From an optimization exercise on the open Yosys and OpenROAD flow, aimed at a short achievable clock period and few clock cycles; shortcuts taken in it are not production practice.
Only simulation tests tie the RTL to the original design; equivalence was not proved.
Power figures rest on the tool's default switching activity, not on a simulated workload.

--- flow/config.mk ---
export PLATFORM = sky130hd
export DESIGN_NAME = core
export DESIGN_NICKNAME = core
export VERILOG_FILES = /design/flow/design.v
export SDC_FILE = /design/flow/constraint.sdc
export NUM_CORES = 4
export LEC_CHECK = 0
export CAP_MARGIN = 20
export CORE_MARGIN = 2
export CORE_UTILIZATION = 40
export PLACE_DENSITY = 0.45
export SETUP_SLACK_MARGIN = 5
export SLEW_MARGIN = 20
export TNS_END_PERCENT = 100
--- flow/design.v ---
module ks_add (
    input  logic [31:0] a,
    input  logic [31:0] b,
    input  logic        cin,
    output logic [31:0] s,
    output logic        cout
);
    logic [31:0] p0, g0, g1, p1, g2, p2, g3, p3, g4, p4, g5;
    always_comb begin
        p0 = a ^ b;
        g0 = a & b;
        g0[0] = g0[0] | (p0[0] & cin);
        for (int i = 0; i < 32; i++) begin
            g1[i] = (i >= 1) ? (g0[i] | (p0[i] & g0[i-1])) : g0[i];
            p1[i] = (i >= 1) ? (p0[i] & p0[i-1]) : p0[i];
        end
        for (int i = 0; i < 32; i++) begin
            g2[i] = (i >= 2) ? (g1[i] | (p1[i] & g1[i-2])) : g1[i];
            p2[i] = (i >= 2) ? (p1[i] & p1[i-2]) : p1[i];
        end
        for (int i = 0; i < 32; i++) begin
            g3[i] = (i >= 4) ? (g2[i] | (p2[i] & g2[i-4])) : g2[i];
            p3[i] = (i >= 4) ? (p2[i] & p2[i-4]) : p2[i];
        end
        for (int i = 0; i < 32; i++) begin
            g4[i] = (i >= 8) ? (g3[i] | (p3[i] & g3[i-8])) : g3[i];
            p4[i] = (i >= 8) ? (p3[i] & p3[i-8]) : p3[i];
        end
        for (int i = 0; i < 32; i++) begin
            g5[i] = (i >= 16) ? (g4[i] | (p4[i] & g4[i-16])) : g4[i];
        end
        s[0] = p0[0] ^ cin;
        for (int i = 1; i < 32; i++)
            s[i] = p0[i] ^ g5[i-1];
        cout = g5[31];
    end
endmodule
module core(
    input  logic        clk,
    input  logic        reset,
    input  logic [31:0] reset_pc,
    output logic        imem_valid,
    output logic [31:0] imem_addr,
    input  logic        imem_ready,
    input  logic        imem_rvalid,
    input  logic [31:0] imem_rdata,
    output logic        dmem_valid,
    output logic [31:0] dmem_addr,
    output logic [31:0] dmem_wdata,
    output logic [3:0]  dmem_rmask,
    output logic [3:0]  dmem_wmask,
    input  logic        dmem_ready,
    input  logic        dmem_rvalid,
    input  logic [31:0] dmem_rdata
);
    logic        ev_slow, ev_fast, ev_dred, facc_q;
    logic [31:0] cand_t, cand_t4, cand_d;
    logic [31:0] pc_seq;     
    logic [31:0] pc_dq;      
    logic [1:0]  out_cnt;    
    logic [1:0]  disc_cnt;   
    logic [1:0]  fq_cnt;
    logic [31:0] fq [0:2];
    logic [31:1] fq_oh1 [0:2];   
    logic        fq_pred [0:2];  
    logic        fp [0:2];       
    logic        btb_v   [0:3];
    logic [31:2] btb_tag [0:3];
    logic [31:2] btb_tgt [0:3];
    logic [1:0]  btb_rr;
    logic [31:1] fq_oh2 [0:2];
    logic        e_valid;
    logic [31:0] e_target, e_link, e_pc, e_a, e_b, e_sd;
    logic        e_pred;     
    logic        e_fast;     
    logic        e_btb;      
    logic        e_sub, e_alt;
    logic [2:0]  e_f3;
    logic        e_is_load, e_is_store, e_is_br, e_is_jal, e_is_jalr;
    logic        e_sel_add, e_sel_sll, e_sel_slt, e_sel_sltu, e_sel_xor,
                 e_sel_sr, e_sel_or, e_sel_and, e_sel_pcimm, e_sel_link;
    logic [4:0]  e_rd;
    logic        e_wen;      
    logic        x_valid;
    logic [4:0]  x_rd;
    logic [31:0] x_res;
    logic        m_valid;
    logic [31:0] m_addr, m_wdata;
    logic [3:0]  m_rmask, m_wmask;
    logic [4:0]  m_rd;
    logic [2:0]  m_f3;
    logic        m_load;
    logic [2:0]  sq_cnt;
    logic [1:0]  sq_wp, sq_rp;
    logic [31:0] sq_addr  [0:3];
    logic [31:0] sq_wdata [0:3];
    logic [3:0]  sq_rmask [0:3];
    logic [3:0]  sq_wmask [0:3];
    logic [4:0]  sq_rd    [0:3];
    logic [2:0]  sq_f3    [0:3];
    logic        sq_load  [0:3];
    logic [1:0]  oq_cnt, oq_wp, oq_rp;
    logic [4:0]  oq_rd    [0:3];
    logic [2:0]  oq_f3    [0:3];
    logic [1:0]  oq_alow  [0:3];
    logic        oq_load  [0:3];
    logic        wb_valid;
    logic [4:0]  wb_rd;
    logic [2:0]  wb_f3;
    logic [1:0]  wb_alow;
    logic [31:0] wb_data;
    logic [31:1] pending;
    logic        sq_ld_valid;    
    logic [4:0]  sq_ld_rd;
    logic [31:0] rf [1:31];
    logic take, d_shift, redirect, hazard, d_redir, d_pred;
    logic [31:0] d_tgt;
    logic [31:0] target;
    logic f_acc, resp_ok, d_valid;
    logic [1:0] out_next;
    logic [31:0] pc_f, pc_d;
    assign pc_f = ev_slow ? cand_t : ev_fast ? (facc_q ? cand_t4 : cand_t) :
                  ev_dred ? cand_d : pc_seq;
    assign pc_d = (ev_slow || ev_fast) ? cand_t : ev_dred ? cand_d : pc_dq;
    logic        fast_redir, slow_redir;
    logic [31:0] fast_tgt, fast_tgt4;
    assign fast_tgt   = e_pred ? e_link : e_target;
    assign fast_tgt4  = fast_tgt + 32'd4;
    assign imem_addr  = fast_redir ? fast_tgt : pc_f;
    assign imem_valid = ({1'b0, out_cnt} + {1'b0, fq_cnt}) < 3'd3;
    assign f_acc      = imem_valid && imem_ready;
    assign resp_ok    = imem_rvalid && (disc_cnt == 2'd0);
    assign out_next   = out_cnt + {1'b0, f_acc} - {1'b0, imem_rvalid};
    assign d_valid    = fq_cnt != 2'd0;
    logic        f_hit;
    logic [31:0] f_ptgt;
    always_comb begin
        f_hit  = 1'b0;
        f_ptgt = pc_f + 32'd4;
        for (int i = 0; i < 4; i++)
            if (btb_v[i] && btb_tag[i] == pc_f[31:2]) begin
                f_hit  = 1'b1;
                f_ptgt = {btb_tgt[i], 2'b00};
            end
    end
    logic [1:0] fp_pos;
    assign fp_pos = out_cnt - {1'b0, imem_rvalid};
    always_ff @(posedge clk) begin
        for (int i = 0; i < 3; i++) begin
            if (f_acc && fp_pos == i[1:0])
                fp[i] <= f_hit && !fast_redir;
            else if (imem_rvalid)
                fp[i] <= fp[(i < 2) ? i + 1 : i];
        end
    end
    always_ff @(posedge clk) begin
        cand_t  <= reset ? reset_pc : (e_pred ? e_link : target);
        cand_t4 <= fast_tgt4;
        cand_d  <= d_tgt;
        facc_q  <= f_acc;
        pc_seq  <= f_acc ? f_ptgt : pc_f;
        pc_dq   <= d_shift ? (d_pred ? d_tgt : pc_d + 32'd4) : pc_d;
        if (reset) begin
            ev_slow  <= 1'b1;
            ev_fast  <= 1'b0;
            ev_dred  <= 1'b0;
            out_cnt  <= 2'd0;
            disc_cnt <= 2'd0;
            fq_cnt   <= 2'd0;
        end else begin
            ev_slow <= slow_redir;
            ev_fast <= fast_redir;
            ev_dred <= d_redir;
            out_cnt <= out_next;
            if (redirect || d_redir) begin
                disc_cnt <= fast_redir ? out_next - {1'b0, f_acc} : out_next;
                fq_cnt   <= 2'd0;
            end else begin
                if (imem_rvalid && disc_cnt != 2'd0) disc_cnt <= disc_cnt - 2'd1;
                fq_cnt <= fq_cnt + {1'b0, resp_ok} - {1'b0, d_shift};
            end
        end
    end
    logic [31:1] in_oh1, in_oh2;
    always_comb begin
        for (int r = 1; r < 32; r++) begin
            in_oh1[r] = imem_rdata[19:15] == r[4:0];
            in_oh2[r] = imem_rdata[24:20] == r[4:0];
        end
    end
    logic [31:0] fq_keep [0:2];
    logic [31:0] fq_next [0:2];
    logic [31:1] oh1_keep [0:2], oh1_next [0:2], oh2_keep [0:2], oh2_next [0:2];
    logic        pr_keep [0:2], pr_next [0:2];
    always_comb begin
        for (int i = 0; i < 3; i++) begin
            if (fq_cnt == i[1:0]) begin    
                fq_keep[i] = imem_rdata; oh1_keep[i] = in_oh1; oh2_keep[i] = in_oh2;
                pr_keep[i] = fp[0];
            end else begin
                fq_keep[i] = fq[i]; oh1_keep[i] = fq_oh1[i]; oh2_keep[i] = fq_oh2[i];
                pr_keep[i] = fq_pred[i];
            end
            if (fq_cnt == i[1:0] + 2'd1) begin
                fq_next[i] = imem_rdata; oh1_next[i] = in_oh1; oh2_next[i] = in_oh2;
                pr_next[i] = fp[0];
            end else begin
                pr_next[i]  = fq_pred[(i < 2) ? i + 1 : i];
                fq_next[i]  = fq[(i < 2) ? i + 1 : i];
                oh1_next[i] = fq_oh1[(i < 2) ? i + 1 : i];
                oh2_next[i] = fq_oh2[(i < 2) ? i + 1 : i];
            end
        end
    end
    always_ff @(posedge clk) begin
        for (int i = 0; i < 3; i++) begin
            fq[i]     <= d_shift ? fq_next[i]  : fq_keep[i];
            fq_oh1[i] <= d_shift ? oh1_next[i] : oh1_keep[i];
            fq_oh2[i] <= d_shift ? oh2_next[i] : oh2_keep[i];
            fq_pred[i] <= d_shift ? pr_next[i] : pr_keep[i];
        end
    end
    logic [31:0] d_inst;
    logic [4:0]  d_op, d_rs1, d_rs2, d_rd;
    logic [2:0]  d_f3;
    logic d_is_lui, d_is_auipc, d_is_jal, d_is_jalr, d_is_br, d_is_load,
          d_is_store, d_is_opi, d_is_op, d_wen, d_use1, d_use2, d_mem;
    logic [31:0] d_imm, d_ra, d_rb;
    assign d_inst = fq[0];
    assign d_op   = d_inst[6:2];
    assign d_f3   = d_inst[14:12];
    assign d_rs1  = d_inst[19:15];
    assign d_rs2  = d_inst[24:20];
    assign d_rd   = d_inst[11:7];
    assign d_is_load  = d_op == 5'b00000;
    assign d_is_store = d_op == 5'b01000;
    assign d_is_op    = d_op == 5'b01100;
    assign d_is_opi   = d_op == 5'b00100;
    assign d_is_auipc = d_op == 5'b00101;
    assign d_is_lui   = d_op == 5'b01101;
    assign d_is_jal   = d_op == 5'b11011;
    assign d_is_jalr  = d_op == 5'b11001;
    assign d_is_br    = d_op == 5'b11000;
    assign d_mem      = d_is_load || d_is_store;
    assign d_wen  = (d_is_load || d_is_op || d_is_opi || d_is_auipc || d_is_lui ||
                     d_is_jal || d_is_jalr) && (d_rd != 5'd0);
    assign d_use1 = d_is_load || d_is_store || d_is_op || d_is_opi || d_is_jalr || d_is_br;
    assign d_use2 = d_is_store || d_is_op || d_is_br;
    always_comb begin
        if (d_is_store)
            d_imm = {{21{d_inst[31]}}, d_inst[30:25], d_inst[11:7]};
        else if (d_is_br)
            d_imm = {{20{d_inst[31]}}, d_inst[7], d_inst[30:25], d_inst[11:8], 1'b0};
        else if (d_is_lui || d_is_auipc)
            d_imm = {d_inst[31:12], 12'b0};
        else if (d_is_jal)
            d_imm = {{12{d_inst[31]}}, d_inst[19:12], d_inst[20], d_inst[30:21], 1'b0};
        else
            d_imm = {{21{d_inst[31]}}, d_inst[30:20]};
    end
    logic [31:0] rf_a, rf_b;
    always_comb begin
        rf_a = 32'b0;
        rf_b = 32'b0;
        for (int r = 1; r < 32; r++) begin
            rf_a = rf_a | ({32{fq_oh1[0][r]}} & rf[r]);
            rf_b = rf_b | ({32{fq_oh2[0][r]}} & rf[r]);
        end
        d_ra = (x_valid && x_rd == d_rs1) ? x_res : rf_a;
        d_rb = (x_valid && x_rd == d_rs2) ? x_res : rf_b;
    end
    logic [2:0] mem_inflight;
    assign mem_inflight = sq_cnt + {2'b0, m_valid} +
                          {2'b0, e_valid && (e_is_load || e_is_store)};
    logic d_pend1, d_pend2, d_pendd;
    assign d_pend1 = |(fq_oh1[0] & pending);
    assign d_pend2 = |(fq_oh2[0] & pending);
    assign d_pendd = (d_rd  != 5'd0) && pending[d_rd];
    assign hazard = (d_use1 && d_pend1) || (d_use2 && d_pend2) || (d_wen && d_pendd) ||
                    (d_mem && mem_inflight >= 3'd3);
    assign d_shift = d_valid && !hazard;
    logic d_fa, d_fb;
    assign d_fa = d_use1 && e_valid && e_wen && e_rd == d_rs1;
    assign d_fb = e_valid && e_wen && e_rd == d_rs2;
    assign take    = d_shift && !redirect;
    assign d_pred  = fq_pred[0];
    assign d_tgt   = pc_d + d_imm;
    assign d_redir = d_shift && d_is_jal && !d_pred && !redirect;
    logic [31:0] fa, fb, opb, sum, sll_r, res;
    logic [32:0] sr_r;
    logic eq, ltu, lt, ge_u, cond, taken;
    assign fa  = e_a;
    assign opb = e_b;        
    assign fb  = e_sd;       
    ks_add add_i (.a(fa), .b(opb ^ {32{e_sub}}), .cin(e_sub), .s(sum), .cout());
    ks_add cmp_i (.a(fa), .b(~opb), .cin(1'b1), .s(), .cout(ge_u));
    assign eq  = fa == opb;
    assign ltu = !ge_u;
    assign lt  = (fa[31] ^ opb[31]) ? fa[31] : ltu;
    assign sll_r = fa << opb[4:0];
    assign sr_r  = $signed({e_alt & fa[31], fa}) >>> opb[4:0];
    assign res = ({32{e_sel_add}}   & sum)
               | ({32{e_sel_sll}}   & sll_r)
               | ({32{e_sel_slt}}   & {31'b0, lt})
               | ({32{e_sel_sltu}}  & {31'b0, ltu})
               | ({32{e_sel_xor}}   & (fa ^ opb))
               | ({32{e_sel_sr}}    & sr_r[31:0])
               | ({32{e_sel_or}}    & (fa | opb))
               | ({32{e_sel_and}}   & (fa & opb))
               | ({32{e_sel_pcimm}} & e_target)
               | ({32{e_sel_link}}  & e_link);
    always_comb begin
        case (e_f3)
            3'b000:  cond = eq;
            3'b001:  cond = !eq;
            3'b100:  cond = lt;
            3'b101:  cond = !lt;
            3'b110:  cond = ltu;
            3'b111:  cond = !ltu;
            default: cond = 1'b0;
        endcase
    end
    assign taken    = e_is_jal || e_is_jalr || (e_is_br && cond);
    assign redirect = e_valid && (taken != e_pred);
    assign fast_redir = e_valid && e_fast && ((eq ^ e_f3[0]) != e_pred);
    assign slow_redir = redirect && !e_fast;
    assign target   = e_is_jalr ? {sum[31:1], 1'b0} : e_target;
    logic [3:0] e_lanes;
    always_comb begin
        case (e_f3[1:0])
            2'b00:   e_lanes = 4'b0001 << sum[1:0];
            2'b01:   e_lanes = 4'b0011 << sum[1:0];
            default: e_lanes = 4'b1111;
        endcase
    end
    always_ff @(posedge clk) begin
        if (reset) e_valid <= 1'b0;
        else       e_valid <= take;
        e_target  <= d_tgt;
        e_fast    <= d_is_br && d_f3[2:1] == 2'b00;
        e_pc      <= pc_d;
        e_pred    <= d_pred || d_is_jal;
        e_btb     <= d_pred;
        e_link    <= pc_d + 32'd4;
        e_a       <= d_fa ? res : (d_is_lui ? 32'b0 : d_ra);
        e_b       <= (d_is_op || d_is_br) ? (d_fb ? res : d_rb) : d_imm;
        e_sd      <= d_fb ? res : d_rb;
        e_sub     <= d_is_op && d_inst[30] && d_f3 == 3'b000;
        e_alt     <= d_inst[30];
        e_f3      <= d_f3;
        e_is_load <= d_is_load;
        e_is_store<= d_is_store;
        e_is_br   <= d_is_br;
        e_is_jal  <= d_is_jal;
        e_is_jalr <= d_is_jalr;
        e_sel_add <= ((d_is_op || d_is_opi) && d_f3 == 3'b000) || d_is_lui ||
                     d_is_load || d_is_store;
        e_sel_sll <= (d_is_op || d_is_opi) && d_f3 == 3'b001;
        e_sel_slt <= (d_is_op || d_is_opi) && d_f3 == 3'b010;
        e_sel_sltu<= (d_is_op || d_is_opi) && d_f3 == 3'b011;
        e_sel_xor <= (d_is_op || d_is_opi) && d_f3 == 3'b100;
        e_sel_sr  <= (d_is_op || d_is_opi) && d_f3 == 3'b101;
        e_sel_or  <= (d_is_op || d_is_opi) && d_f3 == 3'b110;
        e_sel_and <= (d_is_op || d_is_opi) && d_f3 == 3'b111;
        e_sel_pcimm <= d_is_auipc;
        e_sel_link  <= d_is_jal || d_is_jalr;
        e_rd      <= d_rd;
        e_wen     <= d_wen && !d_is_load;
    end
    always_ff @(posedge clk) begin
        if (reset) begin
            for (int i = 0; i < 4; i++) btb_v[i] <= 1'b0;
            btb_rr <= 2'd0;
        end else if (e_valid && taken && !e_btb && (e_is_br || e_is_jal)) begin
            btb_v[btb_rr]   <= 1'b1;
            btb_tag[btb_rr] <= e_pc[31:2];
            btb_tgt[btb_rr] <= e_target[31:2];
            btb_rr <= btb_rr + 2'd1;
        end
    end
    always_ff @(posedge clk) begin
        if (reset) x_valid <= 1'b0;
        else       x_valid <= e_valid && e_wen;
        x_rd  <= e_rd;
        x_res <= res;
    end
    always_ff @(posedge clk) begin
        if (reset) m_valid <= 1'b0;
        else       m_valid <= e_valid && (e_is_load || e_is_store);
        m_addr  <= sum;
        m_wdata <= fb << {sum[1:0], 3'b000};
        m_rmask <= e_is_load ? e_lanes : 4'b0;
        m_wmask <= e_is_store ? e_lanes : 4'b0;
        m_rd    <= e_rd;
        m_f3    <= e_f3;
        m_load  <= e_is_load;
    end
    logic        req_sq;      
    logic        req_valid, acc;
    logic [4:0]  req_rd;
    logic [2:0]  req_f3;
    logic        req_load;
    assign req_sq     = sq_cnt != 3'd0;
    assign req_valid  = req_sq || m_valid;
    assign dmem_valid = req_valid && (oq_cnt != 2'd3);
    assign dmem_addr  = req_sq ? sq_addr[sq_rp]  : m_addr;
    assign dmem_wdata = req_sq ? sq_wdata[sq_rp] : m_wdata;
    assign dmem_rmask = req_sq ? sq_rmask[sq_rp] : m_rmask;
    assign dmem_wmask = req_sq ? sq_wmask[sq_rp] : m_wmask;
    assign req_rd     = req_sq ? sq_rd[sq_rp]    : m_rd;
    assign req_f3     = req_sq ? sq_f3[sq_rp]    : m_f3;
    assign req_load   = req_sq ? sq_load[sq_rp]  : m_load;
    assign acc        = dmem_valid && dmem_ready;
    logic sq_push, sq_pop;
    assign sq_pop  = acc && req_sq;
    assign sq_push = m_valid && !(acc && !req_sq);
    logic oq_push, oq_pop;
    assign oq_push = acc;
    assign oq_pop  = dmem_rvalid && (oq_cnt != 2'd0);
    always_ff @(posedge clk) begin
        if (reset) begin
            sq_cnt <= 3'd0;
            sq_wp  <= 2'd0;
            sq_rp  <= 2'd0;
            oq_cnt <= 2'd0;
            oq_wp  <= 2'd0;
            oq_rp  <= 2'd0;
        end else begin
            oq_wp  <= oq_wp + {1'b0, oq_push};
            oq_rp  <= oq_rp + {1'b0, oq_pop};
            sq_cnt <= sq_cnt + {2'b0, sq_push} - {2'b0, sq_pop};
            sq_wp  <= sq_wp + {1'b0, sq_push};
            sq_rp  <= sq_rp + {1'b0, sq_pop};
            oq_cnt <= oq_cnt + {1'b0, oq_push} - {1'b0, oq_pop};
        end
    end
    always_ff @(posedge clk) begin
        for (int i = 0; i < 4; i++) begin
            if (sq_wp == i[1:0]) begin
                sq_addr[i]  <= m_addr;
                sq_wdata[i] <= m_wdata;
                sq_rmask[i] <= m_rmask;
                sq_wmask[i] <= m_wmask;
                sq_rd[i]    <= m_rd;
                sq_f3[i]    <= m_f3;
                sq_load[i]  <= m_load;
            end
        end
        for (int i = 0; i < 4; i++) begin
            if (oq_wp == i[1:0]) begin
                oq_rd[i]   <= req_rd;
                oq_f3[i]   <= req_f3;
                oq_alow[i] <= dmem_addr[1:0];
                oq_load[i] <= req_load;
            end
        end
    end
    always_ff @(posedge clk) begin
        if (reset) wb_valid <= 1'b0;
        else       wb_valid <= oq_pop && oq_load[oq_rp];
        wb_rd   <= oq_rd[oq_rp];
        wb_f3   <= oq_f3[oq_rp];
        wb_alow <= oq_alow[oq_rp];
        wb_data <= dmem_rdata;
    end
    logic [31:0] wb_sh, wb_ld;
    assign wb_sh = wb_data >> {wb_alow, 3'b000};
    always_comb begin
        case (wb_f3)
            3'b000:  wb_ld = {{24{wb_sh[7]}}, wb_sh[7:0]};
            3'b001:  wb_ld = {{16{wb_sh[15]}}, wb_sh[15:0]};
            3'b100:  wb_ld = {24'b0, wb_sh[7:0]};
            3'b101:  wb_ld = {16'b0, wb_sh[15:0]};
            default: wb_ld = wb_sh;
        endcase
    end
    always_ff @(posedge clk) begin
        if (reset) sq_ld_valid <= 1'b0;
        else       sq_ld_valid <= d_shift && d_is_load && d_wen && redirect;
        sq_ld_rd <= d_rd;
        for (int i = 1; i < 32; i++) begin
            if (reset)
                pending[i] <= 1'b0;
            else if (d_shift && d_is_load && d_wen && d_rd == i[4:0])
                pending[i] <= 1'b1;
            else if ((wb_valid && wb_rd == i[4:0]) || (sq_ld_valid && sq_ld_rd == i[4:0]))
                pending[i] <= 1'b0;
        end
    end
    always_ff @(posedge clk) begin
        for (int i = 1; i < 32; i++) begin
            if (x_valid && x_rd == i[4:0])
                rf[i] <= x_res;
            else if (wb_valid && wb_rd == i[4:0])
                rf[i] <= wb_ld;
        end
    end
endmodule
--- flow/run.sh ---
#!/bin/bash
# synth_recipe.tcl (not shown) runs the flow's synth.tcl, then flattens the netlist and writes it again
# the make line also repeats each setting of config.mk as NAME=value (left out here)
make -C /OpenROAD-flow-scripts/flow DESIGN_CONFIG=/design/flow/config.mk WORK_HOME=/design/flow/orfs CLKGATE_MAP_FILE= SYNTH_SCRIPT=/design/flow/synth_recipe.tcl finish
--- flow/constraint.sdc ---
create_clock -name core_clock -period 10.0 [get_ports {clk}]
set_input_delay 2.0000 -clock core_clock [delete_from_list [all_inputs] [get_ports {clk}]]
set_output_delay 2.0000 -clock core_clock [all_outputs]
set_load 0.01 [all_outputs]
==> out/results.tsv, run 1 <==
metric	value	unit
run status	no timing/DRC/antenna violations	
total global routing overflow	0	
synthesis-to-finish area growth	15.80	%
arrival time at the worst endpoint	4480	ps
post-synthesis sequential area ratio	0.5350	
cell taking the most area after synthesis	edfxtp_1	
Num CTS Buffers	291	
Yosys reg bits	2449	
summed instance area of the synthesized netlist	125200	µm²
post-layout util	0.4651	
vias in the first global route	103700	
top post-synthesis cells by area	edfxtp_1 (43%), dfxtp_1 (10%), o21ai_0 (4.1%), nand2_1 (3.6%), a21oi_1 (3.6%)	
slew at the pin with the worst max-slew slack	1389	ps
number of rows created at floorplan	205	
Starting Density	0.4017	
share of the clock period used by the worst path after layout	0.6481	
clock-pin transition on the worst setup and hold timing paths	60	ps
Ports	208	
detail-routed net length per standard cell	41.80	µm
routed wire length	684700	µm
initial antenna violation count	69	
TNS Setup	0	ps
worst vdd rail ir drop	239.1	µV
final-stage net count	12250	
min setup slack post-route	3519	ps
clock net sink count	2449	
Req. time, crit path	8000	ps
Remaining DRCs	0	
crit-path max cell delay	490	ps
part of the total power dissipated in combinational logic	0.467	
Total Routing Usage GR	0.4167	
count of warnings emitted by yosys	27	
setup repair after global routing missed its margin	yes	
startpoint kind of the worst setup timing path	flop	
pin count of the biggest net entering global routing	145	
clock latency reported for the late side of the worst-skew pair	950	ps
die outline area	317400	µm²
startpoint of the most critical register-to-register path	e_b[27]	
Die Y-Extent	563.4	µm
Worst Reg-to-Reg Cells	14	
count of buffers from port buffering	205	
Layout fillers	28850	
number of DRC markers in iteration 0	20410	
TritonCTS clock tree	done	
final hold violation count	0	
Post-CTS Hold Buffers	0	
Core Area	311600	µm²
final HPWL from detailed placement	429200	µm
share of flip-flops with an asynchronous set or reset after synthesis	0	
total power divided by cell area	348.0	nW/µm²
cell count after synthesis	11940	
total nets after synthesis	12230	
top cell types by occurrence after synthesis	edfxtp_1 (1793), nand2_1 (1190), nor2_1 (1026)	
CP endpoint kind	output pin	
cell mode on critical path	buf_12	
net switching power of the design	23.09	mW
finished layout cell area	145000	µm²
cell count after placement	15670	
count of cell types in the netlist	113	
DRT Pass-1 Iters	13	
switching power as a share of total power	0.4577	
count of final setup violators	0	
reg2reg setup slack	4180	ps
class of the worst hold path	flop to flop	
highest clock rate	154.3	MHz
final-layout worst hold slack	445.5	ps
worst-path maximum fanout	6	
mean instance size in the synthesized netlist	10.49	µm²
vias	112900	
Final Total Pwr	50.45	mW
clock skew	63.33	ps
worst setup slack after placement	2798	ps
share of cells above drive strength 1	0.1548	
Post-DP Area	132600	µm²
final cell count without fillers	16380	
internal power component	27.36	mW
leak pwr	51.12	nW
Max Cap Violations	0	
Critical Path Start	e_b[27]	
Primary FF master, synth	edfxtp_1	
cells traversed along the worst timing path	inv_1 > ha_1 > nor4_4 > or3b_4 > nor4_4 > xnor2_2 > xnor2_2 > buf_12 > buf_12 > and3_4 > buf_12 > buf_6 > mux2i_4 > buf_6	
number of vias per cell	6.893	
most common cell in the netlist	edfxtp_1	
final number of max-transition violations	0	
first-pass GRT wire length	908600	µm
fraction of power consumed by the clock network	0.221	
fraction of post-synthesis cell area in the top cell type by area	0.4301	
Slew HR	0.07369	
sequential group share of total power	0.312	
level count of the clock H-tree	5	
die width	563.4	µm
type of the worst setup path	flop to output pin	
number of nets with antenna violations after detailed routing	0	
number of flops mapped to enable cells by yosys	1793	
root buffer cell	clkbuf_16	
final worst path period need	6481	ps
Reg-to-Reg End	btb_tag[2][11]	
gpl congestion	0.9943	
worst setup path endpoint	imem_addr[20]	
Crit-path slowest cell	or3b_4	
deepest clock path buffer count	4	
[registers in the layout, indices dropped and copies added (netlist names), 90 cells and up]
name      count
fq           90
sq_wdata    128
rf          992
fq_oh1       93
fq_oh2       93
btb_tgt     120
sq_addr     128
btb_tag     120
[cell usage in the layout, fill, tap and decap left out, types with 137 or more instances in the layout]
cell type and count:
a221oi_1 293, nand4_1 173, nand2_1 1120, nor2_1 997, inv_1 211, nor3_1 137, a22o_1 287, edfxtp_1 1793
a21oi_1 865, xnor2_1 138, buf_4 506, mux4_2 157, o22ai_1 168, mux2i_1 190, ha_1 176, o21ai_0 992
a22oi_1 451, dfxtp_1 616, clkbuf_16 301, mux2_2 221, nand3_1 215
[metal layers]
metal | GRT usage | wire (µm)
met1 | 0.5241 | 253500
met3 | 0.1374 | 87080
met2 | 0.6063 | 287700
met5 | 0.001506 | 476
met4 | 0.2831 | 55970
[worst max-delay path, delay by kind of cell, from the launching register on]
family | cells | cell delay (ps)
fa+ha+maj | 1 | 370
xor+xnor | 2 | 400
simple gates | 4 | 1500
buf+inv | 6 | 720
mux | 1 | 210
flops | 1 | 370
[logic make-up (layout without fill, tap and decap cells)]
logic type	after synthesis	count (layout)	synth area share
multiplexers	602	603	0.06623
other	0	51	0
adder cells (fa/ha/maj)	191	191	0.01939
AND/OR/NAND/NOR	3341	3346	0.1226
XOR/XNOR	252	252	0.01763
buffers and inverters	1303	1552	0.04126
flip-flops	2449	2449	0.5350
AO/OA/AOI/OAI	3797	3797	0.1978
[final cells by class]
type                       instances  area, µm²  share of cell area
antenna                           51      127.6           0.0008804
clock buffer                     369       7863             0.05424
clock inverter                   160       1891             0.01304
inverter                         226      865.8            0.005973
multi-input combinational       8189      54680              0.3772
sequential                      2449      67070              0.4627
tap                             4140       5180             0.03574
timing repair buffer             797       7279             0.05022
[what timing repair did]
item                                    in CTS  in global routing
endpoints found under the setup margin     785                525
gates resized for setup                    398                 99
gates cloned                                13                  4
setup buffers                               73                 37
pin swaps                                   14                 10
[how the worst min path moves through the flow]
stage | from | end | slack, ps | depth (start not counted)
after floorplan | e_rd[2] | x_rd[2] | 330 | 0
after global routing | e_rd[4] | x_rd[4] | 460 | 0
after detailed placement | e_rd[4] | x_rd[4] | 460 | 0
after CTS | e_rd[4] | x_rd[4] | 450 | 0
after global placement | e_rd[4] | x_rd[4] | 450 | 0
final | e_rd[4] | x_rd[4] | 450 | 0
[power by group through the flow]
stage                     registers (mW)  clock network (mW)  logic (mW)
after floorplan                     14.8                   0        12.2
after global placement              15.9                   0        21.6
after detailed placement            15.9                   0        21.8
after CTS                           15.7                11.2        22.2
after global routing                15.8                11.6        24.2
final                               15.7                11.1        23.6
Testbench counts, summed over its fixed seeds: cycles 16,826.
==> inputs of run 2 (changes only) <==
--- a/flow/design.v
+++ b/flow/design.v
@@ -337,7 +337,7 @@
         if (reset) e_valid <= 1'b0;
         else       e_valid <= take;
         e_target  <= d_tgt;
-        e_fast    <= d_is_br && d_f3[2:1] == 2'b00;
+        e_fast    <= 1'b0;    
         e_pc      <= pc_d;
         e_pred    <= d_pred || d_is_jal;
         e_btb     <= d_pred;
@@ -367,15 +367,23 @@
         e_rd      <= d_rd;
         e_wen     <= d_wen && !d_is_load;
     end
+    logic        bi_valid;
+    logic [31:2] bi_tag, bi_tgt;
     always_ff @(posedge clk) begin
+        bi_tag <= e_pc[31:2];
+        bi_tgt <= e_target[31:2];
         if (reset) begin
+            bi_valid <= 1'b0;
             for (int i = 0; i < 4; i++) btb_v[i] <= 1'b0;
             btb_rr <= 2'd0;
-        end else if (e_valid && taken && !e_btb && (e_is_br || e_is_jal)) begin
-            btb_v[btb_rr]   <= 1'b1;
-            btb_tag[btb_rr] <= e_pc[31:2];
-            btb_tgt[btb_rr] <= e_target[31:2];
-            btb_rr <= btb_rr + 2'd1;
+        end else begin
+            bi_valid <= e_valid && taken && !e_btb && (e_is_br || e_is_jal);
+            if (bi_valid) begin
+                btb_v[btb_rr]   <= 1'b1;
+                btb_tag[btb_rr] <= bi_tag;
+                btb_tgt[btb_rr] <= bi_tgt;
+                btb_rr <= btb_rr + 2'd1;
+            end
         end
     end
     always_ff @(posedge clk) begin
--- a/flow/config.mk
+++ b/flow/config.mk
@@ -8,7 +8,7 @@
 export CAP_MARGIN = 20
 export CORE_MARGIN = 2
 export CORE_UTILIZATION = 40
-export PLACE_DENSITY = 0.45
+export PLACE_DENSITY = 0.5
 export SETUP_SLACK_MARGIN = 5
 export SLEW_MARGIN = 20
 export TNS_END_PERCENT = 100
==> out/results.tsv, run 2 <==
metric	value	unit	change
CP endpoint kind	flop		
most common cell in the netlist	edfxtp_1		
number of flops mapped to enable cells by yosys	1793		unchanged
startpoint of the most critical register-to-register path	e_sub		
vias in the first global route	96300		-7.1%
clock skew	62.09	ps	-1.249 ps
summed instance area of the synthesized netlist	120800	µm²	-3.5%
count of buffers from port buffering	205		unchanged
Final Total Pwr	48.46	mW	-3.9%
final worst path period need	5140	ps	-1341 ps
detail-routed net length per standard cell	39.85	µm	-4.7%
TritonCTS clock tree	done		
worst vdd rail ir drop	190.2	µV	-20%
final hold violation count	0		unchanged
Reg with most FFs	rf		
top layer used by detailed routing	met5		
count of cell types in the netlist	96		-15%
max FFs per register	992		unchanged
top post-synthesis cells by area	edfxtp_1 (45%), dfxtp_1 (11%), a21oi_1 (3.6%), nand2_1 (3.5%), o21ai_0 (3.5%)		
die width	553.6	µm	-1.7%
multiplexer fraction of the synthesized cell area	0.06076		-0.005468
Max Cap Violations	0		unchanged
level count of the clock H-tree	5		unchanged
clock-pin transition on the worst setup and hold timing paths	60	ps	about the same
Remaining DRCs	0		unchanged
number of nets with antenna violations after detailed routing	0		unchanged
slew at the pin with the worst max-slew slack	1333	ps	-56.04 ps
cell count after placement	14710		-6.1%
leading cell type in the layout, fill and taps excluded	edfxtp_1		
total global routing overflow	0		unchanged
worst-path maximum fanout	32		+26
Worst Reg-to-Reg Cells	14		unchanged
worst setup path endpoint	e_sd[28]		
final cell count without fillers	15360		-6.2%
share of cells above drive strength 1	0.1395		-0.01526
post-synthesis sequential area ratio	0.5587		+0.02364
Critical Path Start	e_sub		
FF/Latch Area	67550	µm²	+0.71%
type of the worst setup path	flop to flop		
Primary FF master, synth	edfxtp_1		
number of rows created at floorplan	201		-2.0%
leak pwr	49.46	nW	-3.2%
post-synthesis adder-cell area fraction	0.01999		+0.0005969
Num CTS Buffers	289		-0.69%
run status	no timing/DRC/antenna violations		
total power divided by cell area	348.6	nW/µm²	+0.16%
vias	104700		-7.2%
mean instance size in the synthesized netlist	10.84	µm²	+3.4%
root buffer cell	clkbuf_16		
synthesis-to-finish area growth	15.07	%	
highest clock rate	194.6	MHz	+26%
cell count after synthesis	11140		-6.6%
TNS Setup	0	ps	unchanged
initial antenna violation count	59		-14%
fraction of post-synthesis cell area in the top cell type by area	0.4457		+0.01554
final number of max-transition violations	0		unchanged
reg2reg setup slack	4860	ps	+680 ps
Yosys reg bits	2475		+1.1%
Metal-1 WL	223900	µm	-12%
wire length on met2	257000	µm	-11%
Core Area	300300	µm²	-3.6%
count of final setup violators	0		unchanged
Die Y-Extent	553.6	µm	-1.7%
Ports	208		unchanged
arrival time at the worst endpoint	5860	ps	+1380 ps
Slew HR	0.1111		+0.03736
final-stage net count	11410		-6.8%
fraction of the mapped netlist area in simple logic gates	0.1095		-0.01309
launch point of the worst hold path	e_pc[2]		
routed wire length	612300	µm	-11%
number of vias per cell	6.818		-1.1%
largest family of logic cells by synthesized area	compound AO/OA/AOI/OAI gates		
Total Routing Usage GR	0.3859		-0.03080
leading registers by flop count	rf (992), sq_addr (128), sq_wdata (128)		
Reg-to-Reg End	e_sd[28]		
number of DRC markers in iteration 0	18320		-10%
DRT Pass-1 Iters	14		+1
die outline area	306500	µm²	-3.5%
clock net sink count	2475		+1.1%
first-pass GRT wire length	820900	µm	-9.7%
share of the clock period used by the worst path after layout	0.5140		-0.1341
area of combinational cells with multiple inputs	49550	µm²	-9.4%
xor and xnor area share after synthesis	0.02095		+0.003319
pin count of the biggest net entering global routing	152		+4.8%
final HPWL from detailed placement	369900	µm	-14%
top library cells by usage in the layout, fill and taps aside	edfxtp_1 (1793), nand2_1 (1097), nor2_1 (881), a21oi_1 (840), o21ai_0 (814)		
total nets after synthesis	11440		-6.5%
Starting Density	0.4023		+0.0006650
setup repair after global routing missed its margin	yes		
clock latency reported for the late side of the worst-skew pair	960	ps	about the same
Layout fillers	27550		-4.5%
count of warnings emitted by yosys	27		unchanged
startpoint kind of the worst setup timing path	flop		
gpl congestion	1.008		+1.4%
cell taking the most area after synthesis	edfxtp_1		
sum of met3 wire segment lengths after detailed routing	81440	µm	-6.5%
top cell types by occurrence after synthesis	edfxtp_1 (1793), nand2_1 (1133), nor2_1 (903)		
complex-gate fraction of the synthesized area	0.1919		-0.005965
deepest clock path buffer count	4		unchanged
share of flip-flops with an asynchronous set or reset after synthesis	0		unchanged
class of the worst hold path	flop to flop		
Req. time, crit path	10720	ps	+2720 ps
run 2: cell type report:
| cell class | count | share of cell area |
|---|---|---|
| antenna | 46 | 0.0008280 |
| clock buffer | 396 | 0.05947 |
| multi-input combinational | 7480 | 0.3564 |
| sequential | 2475 | 0.4859 |
| tap | 3958 | 0.03562 |
| timing repair buffer | 691 | 0.04616 |
| clock inverter | 133 | 0.01055 |
| inverter | 184 | 0.005031 |
run 2: kinds of logic (layout without fill, tap and decap cells):
kind of cell	Yosys count	count (layout)
muxes	508	508
and+or+nand+nor	2962	2964
xor gates and xnor gates	289	289
buffers and inverters	1190	1404
AOI/OAI and AO/OA	3529	3529
adders and majority gates	190	190
DFF	2475	2475
other	0	46
run 2: what timing repair did:
| action | CTS | global route |
|---|---|---|
| pin swaps | 10 | 4 |
| setup endpoints to repair | 524 | 216 |
| hold buffers | 0 | 0 |
| endpoints found under the hold margin | 0 | 0 |
| cloned | 11 | 0 |
| resized for setup | 103 | 66 |
| setup buffers | 38 | 22 |
run 2: metal layers:
layer / GRT usage / up-vias
li1: - / 42270
met1: 0.4793 / 51170
met5: 0.005157 / -
met4: 0.2530 / 30
met3: 0.1404 / 2415
met2: 0.5626 / 8851
run 2: how the worst min path moves through the flow:
stage,end,depth (start not counted)
3_3_place_gp,bi_tag[30],0
4_1_cts,bi_tag[2],0
6_report,bi_tag[2],0
5_1_grt,bi_tag[25],0
2_1_floorplan,bi_tag[10],0
3_5_place_dp,bi_tag[12],0
run 2: stage by stage:
stage	setup slack (ps)	util	hold WS (ps)	cell area [µm²]
detailed placement	4134	0.4254	312.1	127700
global placement	4023	0.4254	311.0	127700
CTS	4934	0.4610	323.3	138400
global route	4848	0.4626	329.2	138900
finish	4860	0.4630	320.8	139000
floorplan	5266	-	309.6	120800
run 2: worst max-delay path, stage by stage, from the launching register on:
cell	delay, ps
dfxtp_2	310
buf_4	480
mux2_2	340
inv_1	70
fa_1	420
nor2b_1	210
o31a_1	260
a211o_1	340
o2111ai_1	290
nand3b_1	310
a31oi_1	170
xnor2_2	510
a211oi_1	170
buf_4	210
o21ai_0	760
run 2: power by group:
group          leakage [nW]  switching (mW)  total [mW]  internal (mW)
Combinational          22.2            14.7        21.5           6.78
Sequential             22.5            1.84        15.9           14.0
Clock                  4.79            4.60        11.1           6.49
Testbench counts of run 2, summed over its fixed seeds: cycles 17,564.
==> inputs of run 3 (changes only) <==
--- a/flow/design.v
+++ b/flow/design.v
@@ -53,8 +53,8 @@
     input  logic        dmem_rvalid,
     input  logic [31:0] dmem_rdata
 );
-    logic        ev_slow, ev_fast, ev_dred, facc_q;
-    logic [31:0] cand_t, cand_t4, cand_d;
+    logic        ev_slow, ev_dred;
+    logic [31:0] cand_t, cand_d;
     logic [31:0] pc_seq;     
     logic [31:0] pc_dq;      
     logic [1:0]  out_cnt;    
@@ -72,7 +72,6 @@
     logic        e_valid;
     logic [31:0] e_target, e_link, e_pc, e_a, e_b, e_sd;
     logic        e_pred;     
-    logic        e_fast;     
     logic        e_btb;      
     logic        e_sub, e_alt;
     logic [2:0]  e_f3;
@@ -119,18 +118,16 @@
     logic f_acc, resp_ok, d_valid;
     logic [1:0] out_next;
     logic [31:0] pc_f, pc_d;
-    assign pc_f = ev_slow ? cand_t : ev_fast ? (facc_q ? cand_t4 : cand_t) :
-                  ev_dred ? cand_d : pc_seq;
-    assign pc_d = (ev_slow || ev_fast) ? cand_t : ev_dred ? cand_d : pc_dq;
-    logic        fast_redir, slow_redir;
-    logic [31:0] fast_tgt, fast_tgt4;
-    assign fast_tgt   = e_pred ? e_link : e_target;
-    assign fast_tgt4  = fast_tgt + 32'd4;
-    assign imem_addr  = fast_redir ? fast_tgt : pc_f;
+    assign pc_f = ev_slow ? cand_t : ev_dred ? cand_d : pc_seq;
+    assign pc_d = ev_slow ? cand_t : ev_dred ? cand_d : pc_dq;
+    assign imem_addr  = pc_f;
     assign imem_valid = ({1'b0, out_cnt} + {1'b0, fq_cnt}) < 3'd3;
     assign f_acc      = imem_valid && imem_ready;
     assign resp_ok    = imem_rvalid && (disc_cnt == 2'd0);
-    assign out_next   = out_cnt + {1'b0, f_acc} - {1'b0, imem_rvalid};
+    logic [1:0] out_inc, out_dec;
+    assign out_inc    = out_cnt + 2'd1;
+    assign out_dec    = out_cnt - 2'd1;
+    assign out_next   = (f_acc == imem_rvalid) ? out_cnt : (f_acc ? out_inc : out_dec);
     assign d_valid    = fq_cnt != 2'd0;
     logic        f_hit;
     logic [31:0] f_ptgt;
@@ -148,32 +145,28 @@
     always_ff @(posedge clk) begin
         for (int i = 0; i < 3; i++) begin
             if (f_acc && fp_pos == i[1:0])
-                fp[i] <= f_hit && !fast_redir;
+                fp[i] <= f_hit;
             else if (imem_rvalid)
                 fp[i] <= fp[(i < 2) ? i + 1 : i];
         end
     end
     always_ff @(posedge clk) begin
         cand_t  <= reset ? reset_pc : (e_pred ? e_link : target);
-        cand_t4 <= fast_tgt4;
         cand_d  <= d_tgt;
-        facc_q  <= f_acc;
         pc_seq  <= f_acc ? f_ptgt : pc_f;
         pc_dq   <= d_shift ? (d_pred ? d_tgt : pc_d + 32'd4) : pc_d;
         if (reset) begin
             ev_slow  <= 1'b1;
-            ev_fast  <= 1'b0;
             ev_dred  <= 1'b0;
             out_cnt  <= 2'd0;
             disc_cnt <= 2'd0;
             fq_cnt   <= 2'd0;
         end else begin
-            ev_slow <= slow_redir;
-            ev_fast <= fast_redir;
+            ev_slow <= redirect;
             ev_dred <= d_redir;
             out_cnt <= out_next;
             if (redirect || d_redir) begin
-                disc_cnt <= fast_redir ? out_next - {1'b0, f_acc} : out_next;
+                disc_cnt <= out_next;
                 fq_cnt   <= 2'd0;
             end else begin
                 if (imem_rvalid && disc_cnt != 2'd0) disc_cnt <= disc_cnt - 2'd1;
@@ -322,8 +315,6 @@
     end
     assign taken    = e_is_jal || e_is_jalr || (e_is_br && cond);
     assign redirect = e_valid && (taken != e_pred);
-    assign fast_redir = e_valid && e_fast && ((eq ^ e_f3[0]) != e_pred);
-    assign slow_redir = redirect && !e_fast;
     assign target   = e_is_jalr ? {sum[31:1], 1'b0} : e_target;
     logic [3:0] e_lanes;
     always_comb begin
@@ -337,7 +328,6 @@
         if (reset) e_valid <= 1'b0;
         else       e_valid <= take;
         e_target  <= d_tgt;
-        e_fast    <= 1'b0;    
         e_pc      <= pc_d;
         e_pred    <= d_pred || d_is_jal;
         e_btb     <= d_pred;
@@ -380,11 +370,13 @@
             bi_valid <= e_valid && taken && !e_btb && (e_is_br || e_is_jal);
             if (bi_valid) begin
                 btb_v[btb_rr]   <= 1'b1;
-                btb_tag[btb_rr] <= bi_tag;
-                btb_tgt[btb_rr] <= bi_tgt;
                 btb_rr <= btb_rr + 2'd1;
             end
         end
+        if (bi_valid) begin
+            btb_tag[btb_rr] <= bi_tag;
+            btb_tgt[btb_rr] <= bi_tgt;
+        end
     end
     always_ff @(posedge clk) begin
         if (reset) x_valid <= 1'b0;
==> flow/flow/run.sh (new file) <==
#!/bin/bash
# Layout flow: the standard flow (standard.sh, which runs the standard
# synthesis and the ORFS steps) with two settings changed through the
# environment:
#  - timing repair aims at a setup slack of SETUP_SLACK_MARGIN ns below the
#    (unchanged) 10 ns clock, so it keeps improving paths past 5 ns;
#  - the port buffers that ORFS inserts use buf_4 cells.
# make's output goes to flow_make.log; each ORFS step writes its own log
# under orfs/logs/.
set -uo pipefail
export SETUP_SLACK_MARGIN=7
export BUFFER_PORTS_ARGS="-buffer_cell sky130_fd_sc_hd__buf_4"
bash standard.sh > flow_make.log 2>&1
==> flow/standard.sh (new file) <==
#!/bin/bash
# synth_recipe.tcl (not shown) runs the flow's synth.tcl, then flattens the netlist and writes it again
# the make line also repeats each setting of config.mk as NAME=value (left out here)
make -C /OpenROAD-flow-scripts/flow DESIGN_CONFIG=/design/flow/config.mk WORK_HOME=/design/flow/orfs CLKGATE_MAP_FILE= SYNTH_SCRIPT=/design/flow/synth_recipe.tcl "${@:-finish}"
--- a/flow/config.mk
+++ b/flow/config.mk
@@ -9,6 +9,5 @@
 export CORE_MARGIN = 2
 export CORE_UTILIZATION = 40
 export PLACE_DENSITY = 0.5
-export SETUP_SLACK_MARGIN = 5
 export SLEW_MARGIN = 20
 export TNS_END_PERCENT = 100
removed: flow/run.sh
==> out/results.tsv, run 3 <==
metric	value	unit	change
Ports	208		unchanged
final cell count without fillers	16550		+7.7%
highest clock rate	214.4	MHz	+10%
top library cells by usage in the layout, fill and taps aside	edfxtp_1 (1793), nand2_1 (1031), nor2_1 (912), buf_4 (815), a21oi_1 (716)		
Yosys reg bits	2475		unchanged
Layout fillers	25750		-6.5%
worst-path maximum fanout	5		-84%
Total Routing Usage GR	0.4156		+0.02973
slew at the pin with the worst max-slew slack	1230	ps	-103.3 ps
top cell types by occurrence after synthesis	edfxtp_1 (1793), nand2_1 (1193), nor2_1 (975)		
largest family of logic cells by synthesized area	compound AO/OA/AOI/OAI gates		
Die Y-Extent	555.6	µm	+0.36%
count of warnings emitted by yosys	27		unchanged
launch point of the worst hold path	e_pc[2]		
share of the clock period used by the worst path after layout	0.4663		-0.04764
run status	no timing/DRC/antenna violations		
Slew HR	0.1799		+0.06884
startpoint of the most critical register-to-register path	fq_oh1[0][13]		
number of nets with antenna violations after detailed routing	0		unchanged
count of cell types in the netlist	110		+15%
most common cell in the netlist	edfxtp_1		
met1 Track Usage GR	0.5237		+0.04438
number of flops mapped to enable cells by yosys	1793		unchanged
clock skew	59.19	ps	-2.891 ps
complex-gate fraction of the synthesized area	0.1916		-0.0002940
synthesis-to-finish area growth	32.38	%	
max FFs per register	992		unchanged
first-pass GRT wire length	887700	µm	+8.1%
count of buffers from port buffering	205		unchanged
cell taking the most area after synthesis	edfxtp_1		
gpl congestion	1.021		+1.3%
count of final setup violators	0		unchanged
Req. time, crit path	8000	ps	-2720 ps
total power divided by cell area	361.8	nW/µm²	+3.8%
final worst path period need	4663	ps	-476.4 ps
area of combinational cells with multiple inputs	59390	µm²	+20%
initial antenna violation count	45		-24%
Primary FF master, synth	edfxtp_1		
number of rows created at floorplan	202		+0.50%
post-synthesis sequential area ratio	0.5546		-0.004089
class of the worst hold path	flop to flop		
mean instance size in the synthesized netlist	10.68	µm²	-1.5%
min setup slack post-route	5337	ps	+476.4 ps
CP endpoint kind	output pin		
clock-pin transition on the worst setup and hold timing paths	60	ps	about the same
top post-synthesis cells by area	edfxtp_1 (44%), dfxtp_1 (11%), nand2_1 (3.7%), o21ai_0 (3.6%), a21oi_1 (3.6%)		
total global routing overflow	0		unchanged
Critical Path Start	sq_rp[0]		
level count of the clock H-tree	5		unchanged
finished layout cell area	161100	µm²	+16%
post-layout util	0.5321		+0.06916
deepest clock path buffer count	4		unchanged
arrival time at the worst endpoint	2660	ps	-3200 ps
vias	113900		+8.7%
Starting Density	0.4020		about the same
FF/Latch Area	67630	µm²	+0.13%
Remaining DRCs	0		unchanged
final-layout worst hold slack	321.4	ps	+0.5490 ps
final HPWL from detailed placement	378600	µm	+2.4%
type of the worst setup path	flop to output pin		
setup repair after global routing missed its margin	yes		
xor and xnor area share after synthesis	0.02040		-0.0005543
pin count of the biggest net entering global routing	97		-36%
Reg with most FFs	rf		
number of vias per cell	6.881		+0.92%
Post-DP Area	129600	µm²	+1.5%
summed instance area of the synthesized netlist	121700	µm²	+0.74%
met2 global-route usage	0.5951		+0.03250
routed wire length	670700	µm	+9.5%
reg2reg setup slack	5750	ps	+890 ps
leading registers by flop count	rf (992), sq_addr (128), sq_wdata (128)		
cell count after placement	14970		+1.7%
vias in the first global route	104700		+8.7%
Reg-to-Reg End	fq[2][12]		
TritonCTS clock tree	done		
Endpoint, Worst Hold	bi_tag[2]		
most heavily used metal layer in global routing	met2		
total nets after synthesis	11690		+2.2%
worst setup slack after placement	4343	ps	+209.3 ps
multiplexer fraction of the synthesized cell area	0.06003		-0.0007326
fraction of post-synthesis cell area in the top cell type by area	0.4424		-0.003262
cell count after synthesis	11400		+2.3%
final number of max-transition violations	0		unchanged
met3 usage	0.1440		+0.003587
root buffer cell	clkbuf_16		
die outline area	308700	µm²	+0.73%
die width	555.6	µm	+0.36%
final-stage net count	12580		+10%
clock latency reported for the late side of the worst-skew pair	940	ps	-20 ps
Final Total Pwr	58.29	mW	+20%
worst hold path stage count	0		unchanged
clock net sink count	2475		unchanged
Max Cap Violations	0		unchanged
share of cells above drive strength 1	0.3043		+0.1647
worst vdd rail ir drop	214.9	µV	+13%
leak pwr	59.28	nW	+20%
Num CTS Buffers	285		-1.4%
Worst Reg-to-Reg Cells	19		+5
startpoint kind of the worst setup timing path	flop		
final hold violation count	0		unchanged
share of flip-flops with an asynchronous set or reset after synthesis	0		unchanged
DRT Pass-1 Iters	12		-2
number of DRC markers in iteration 0	21040		+15%
post-synthesis adder-cell area fraction	0.01964		-0.0003519
TNS Setup	0	ps	unchanged
leading cell type in the layout, fill and taps excluded	edfxtp_1		
Core Area	302800	µm²	+0.83%
detail-routed net length per standard cell	40.53	µm	+1.7%
fraction of the mapped netlist area in simple logic gates	0.1123		+0.002714
Post-CTS Hold Buffers	0		unchanged
-- run 3: cell types whose count changed after synthesis, moves of 29 or more --
cell,change
inv_1,+82
o22ai_1,+75
nor2_1,+72
nand2_1,+60
o2bb2ai_1,-60
o21ai_0,+38
mux2_2,-29
-- run 3: critical path, stage by stage (launching register included) --
cell and delay [ps]:
dfxtp_4 410, buf_12 150, buf_8 130, buf_16 140, mux4_2 490, mux2_4 290, buf_6 120
-- run 3: layer usage --
metal,wire [µm],vias up
li1,-,44990
met1,241400,55930
met2,277400,10030
met3,91840,2879
met4,59480,50
met5,587,-
-- run 3: worst max-delay path by stage --
stage	end	slack, ps	depth (start not counted)
floorplan	sq_addr[2][0]	5500	1
global placement	pc_seq[26]	4340	10
detailed placement	pc_seq[26]	4340	10
CTS	dmem_addr[11]	5250	6
global route	dmem_addr[22]	5270	6
finish	dmem_addr[11]	5340	6
-- run 3: area by class of cell --
type	count	share of cell area
flip-flops and latches	2475	0.4198
multi-input cells	7664	0.3686
repair buffers	1584	0.1153
clock buffers	378	0.04924
well taps	3978	0.03089
clock inverters	145	0.007711
inverters	277	0.007440
diodes	46	0.0007144
repair inverters	2	0.0002873
-- run 3: kinds of logic after synthesis --
family          count (synthesis)
xor+xnor                      280
mux                           502
simple gates                 3080
fa+ha+maj                     188
flops                        2475
compound gates               3576
buf+inv                      1294
-- run 3: power by group --
| part | internal (mW) | leakage (nW) | switching (mW) |
|---|---|---|---|
| clock | 6.04 | 4.51 | 4.57 |
| sequential | 13.9 | 22.4 | 2.01 |
| combinational | 12.6 | 32.3 | 19.2 |
-- run 3: repair_timing --
| item | 4_1_cts | 5_1_grt |
|---|---|---|
| pin swaps | 353 | 293 |
| cloned | 129 | 19 |
| buffers inserted | 642 | 219 |
| gates resized for setup | 1652 | 842 |
| setup endpoints to repair | 2725 | 2213 |
Testbench counts of run 3, summed over its fixed seeds: cycles 17,564.

## what the ideal ports hide
In the flow no input, the clock included, has a driving cell. The finished layouts below were timed again as built, in two steps.
Step 1 sets driving cells, clkbuf_16 on the clock port and buf_2 on the other inputs (assumed; they add their load-dependent delay and slew).
Step 2 times the ports against the registers' clock, not the clock port: input delays grow and output delays shrink by t, the midpoint of the rising clock arrivals with the driver on.
Three values: no drivers, after step 1, after step 2; two values: the first two.
run	t (ns)	slack for setup (ns)	cell pins on the clock port's net
run 1	1.026	3.519 / 3.415 / 4.177	1
run 2	1.027	4.860 / 4.860 / 4.860	1
run 3	1.017	5.337 / 5.234 / 5.746	1
After both steps every run listed still meets setup and hold.
